Background: an optimization exercise with open tools, aiming at small area and a short achievable clock period. Do not read the settings as production practice. In this exercise RTL edits were held to simulation tests only and were not proved equivalent to the original. Power is estimated from default activity; no workload was simulated.

==> inputs of v19 <==
Design gng_interp, start of the top module:
module gng_interp (
    input clk,
    input rstn,
    input valid_in,
    input [63:0] data_in,
    output reg valid_out,
    output reg [15:0] data_out
);
Settings: LEC_CHECK=0, ABC_AREA=1, CAP_MARGIN=20, CORE_MARGIN=2, CORE_UTILIZATION=50, SETUP_SLACK_MARGIN=5, SLEW_MARGIN=20, SYNTH_MEMORY_MAX_BITS=16384; clock period 8.0 ns.
run.sh (not shown) runs the stock make flow with config.mk's settings and CLKGATE_MAP_FILE= SYNTH_SCRIPT=/design/flow/synth_recipe.tcl, a recipe that flattens the netlist after the stock synthesis.
==> v33 (differences from v19) <==
==> flow/flow/run.sh (new file) <==
#!/bin/bash
set -euo pipefail
MARGIN=$(cat flow/margin.txt)
sed -E "s/SETUP_SLACK_MARGIN=[-0-9.]+/SETUP_SLACK_MARGIN=${MARGIN}/" standard.sh > standard_margin.sh
grep -q "SETUP_SLACK_MARGIN=${MARGIN} " standard_margin.sh
bash standard_margin.sh > flow_make.log 2>&1
==> flow/flow/margin.txt (new file) <==
5.3
==> flow/standard.sh (new file) <==
#!/bin/bash
# synth_recipe.tcl (not shown) runs the flow's synth.tcl, then flattens the netlist and writes it again
# the make line also repeats each setting of config.mk as NAME=value (left out here)
make -C /OpenROAD-flow-scripts/flow DESIGN_CONFIG=/design/flow/config.mk WORK_HOME=/design/flow/orfs CLKGATE_MAP_FILE= SYNTH_SCRIPT=/design/flow/synth_recipe.tcl "${@:-finish}"
- CORE_UTILIZATION: 50 -> 45
removed: flow/run.sh
==> results.yml <==
run_status:
  outcome: "complete, no violations"
cells_and_area:
  finalInstanceArea_mm2: 0.0366
  area.growth.synth_to_final_pct: 9.21
pwr:
  p_total_mw: 13.9
  sequentialPowerShare_pct: 29.8
critical_path:
  crit_buf_inv: 1
  cp.required_ns: 8.48
sta:
  rsz0062_at_grt: "false"
  maxSlewHeadroom_pct: 25.3
floorplanning:
  fp.dieW_um: 263
[end of results for v19]
==> results.yml <==
pwr:
  sequentialPowerShare_pct: 29.6
  p_total_mw: 13.9
critical_path:
  cp.required_ns: 8.45
  crit_buf_inv: 0
run_status:
  outcome: "complete, no violations"
cells_and_area:
  finalInstanceArea_mm2: 0.0377
  area.growth.synth_to_final_pct: 12.6
floorplanning:
  fp.dieW_um: 277
sta:
  rsz0062_at_grt: "true"
[end of results for v33]

==> build 87 <==
Starting RTL as in the previous note.
clock: 8.0 ns
lec_check: 0
abc_area: 1
cap_margin: 20
core_margin: 2
core_utilization: 45
setup_slack_margin: 5
slew_margin: 20
synth_memory_max_bits: 16384
Stock flow here: none of the scripts above is used.
==> inputs of trial 19, as changes to build 87 <==
--- a/flow/config.mk
+++ b/flow/config.mk
@@ -11,2 +11,4 @@
 export CORE_UTILIZATION = 45
+export CTS_CLUSTER_DIAMETER = 100
+export CTS_CLUSTER_SIZE = 30
 export SETUP_SLACK_MARGIN = 5
==> flow_summary.toml <==
[run_status]
status = "finished clean"

[route]
wl_met1_um = 60600
wl_um = 154000

[power_and_ir_drop]
seqPwrFrac = 0.297
p_leak_nw = 18.8
internal_power_mw = 7.73

[setup_path]
startpoint = "o1[2]$_DFF_P_"
worstReg2RegStart = "o1[2]$_DFF_P_"
worst-path-buf-inv = 1
crit_top_cell = "nand2_1"

[final_layout]
layout.cells.non_filler = 5375
clkbuf_count = 67
multi_input_area_share = 0.546
design_area_mm2 = 0.0367
sh_seq_area = 0.277

[grt]
use_met1 = 0.515

[sta]
fmax_ghz = 0.328

[clocking]
cts_max_level = 2

[min_path]
holdCritStartpoint = "o6[11]$_DFF_P_"
[end of results for build 87]
==> flow_summary.toml <==
[final_layout]
layout.cells.non_filler = 5314
multiInputGateArea_mm2 = 0.0201
sh_seq_area = 0.286
clkbuf_count = 25

[setup_path]
crit_top_cell = "nand3_1"
worst-path-buf-inv = 0
worstReg2RegStart = "l0[5]$_SDFF_PN0_"
startpoint = "l0[5]$_SDFF_PN0_"

[route]
wl_met1_um = 59800
wl_um = 150000

[power_and_ir_drop]
internal_power_mw = 6.75

[clocking]
cts_max_level = 1

[run_status]
status = "finished clean"

[yosys]
synth.largest_area_cell = "dfxtp_1"

[grt]
use_met1 = 0.507

[sta]
fmax_ghz = 0.322
[end of results for trial 19]

==> run a: inputs <==
Starting RTL as in the previous note.
export LEC_CHECK = 0
export ABC_AREA = 1
export CAP_MARGIN = 20
export CORE_MARGIN = 2
export CORE_UTILIZATION = 45
export CTS_BUF_LIST = sky130_fd_sc_hd__clkbuf_8
export SETUP_SLACK_MARGIN = 5
export SLEW_MARGIN = 20
export SYNTH_MEMORY_MAX_BITS = 16384
create_clock -name core_clock -period 8.0 [get_ports {clk}]
==> inputs of run b, as changes to run a <==
==> flow/flow/run.sh (new file) <==
#!/bin/bash
set -euo pipefail
MARGIN=$(cat flow/margin.txt)
sed -E "s/SETUP_SLACK_MARGIN=[-0-9.]+/SETUP_SLACK_MARGIN=${MARGIN}/" standard.sh > standard_margin.sh
grep -q "SETUP_SLACK_MARGIN=${MARGIN} " standard_margin.sh
bash standard_margin.sh > flow_make.log 2>&1
==> flow/flow/margin.txt (new file) <==
5.45
==> flow/standard.sh (new file) <==
#!/bin/bash
# synth_recipe.tcl (not shown) runs the flow's synth.tcl, then flattens the netlist and writes it again
# the make line also repeats each setting of config.mk as NAME=value (left out here)
make -C /OpenROAD-flow-scripts/flow DESIGN_CONFIG=/design/flow/config.mk WORK_HOME=/design/flow/orfs CLKGATE_MAP_FILE= SYNTH_SCRIPT=/design/flow/synth_recipe.tcl "${@:-finish}"
CTS_BUF_LIST = default   (was sky130_fd_sc_hd__clkbuf_8)
removed: flow/run.sh
==> flow_summary.yaml <==
placed_design:
  dp.cells: 5278
layout:
  nNonClkBuffers: 325
  clk_share_pct: 4.81
drt:
  wl_met2_um: 70400
status:
  status: "finished clean"
power:
  p_clk_mw: 2.71
the above is filed under run b

==> flow_summary.yaml <==
power:
  p_clk_mw: 2.39
setup_path:
  timing.rr.end: "c0_2[1]"
drt:
  ant_nets: 0
  wl_met2_um: 63300
layout:
  clk_share_pct: 4.83
  nNonClkBuffers: 111
status:
  status: "finished clean"
placed_design:
  dp.cells: 5273
the above is filed under run a

[port drivers added, routing unchanged]
The results above use ideal ports. As a check the final layouts listed here were re-extracted and re-timed, cells and wires unchanged.
Step 1 sets driving cells, clkbuf_16 on the clock port and buf_2 on the other inputs (assumed; they add their load-dependent delay and slew).
Step 2 adds t to the input delays and takes it off the output delays; t is the mean of the earliest and latest rising clock arrival at the registers after step 1. Input paths then give back, and output paths get back, about the clock's delay inside the block.
a / b / c = ideal ports / drivers / drivers and shift; a / b = the first two.
run	shift t [ns]	setup WS [ns]	hold slack, ns
v19	0.676	4.961 / 4.954 / 4.546	0.321 / 0.321 / 0.321
v33	0.674	5.233 / 5.233 / 4.712	0.314 / 0.314 / 0.314
build 87	0.664	4.955 / 4.955 / 4.550	0.323 / 0.323 / 0.323
trial 19	0.686	4.894 / 4.894 / 4.613	0.332 / 0.332 / 0.332
run a	0.756	4.909 / 4.909 / 4.545	0.317 / 0.317 / 0.317
run b	0.702	5.258 / 5.238 / 4.825	0.281 / 0.281 / 0.281
After both steps every run listed still meets setup and hold. The setup slack of v33, which loses most, moves by 0.000 ns with the drivers and by -0.521 ns with both steps.
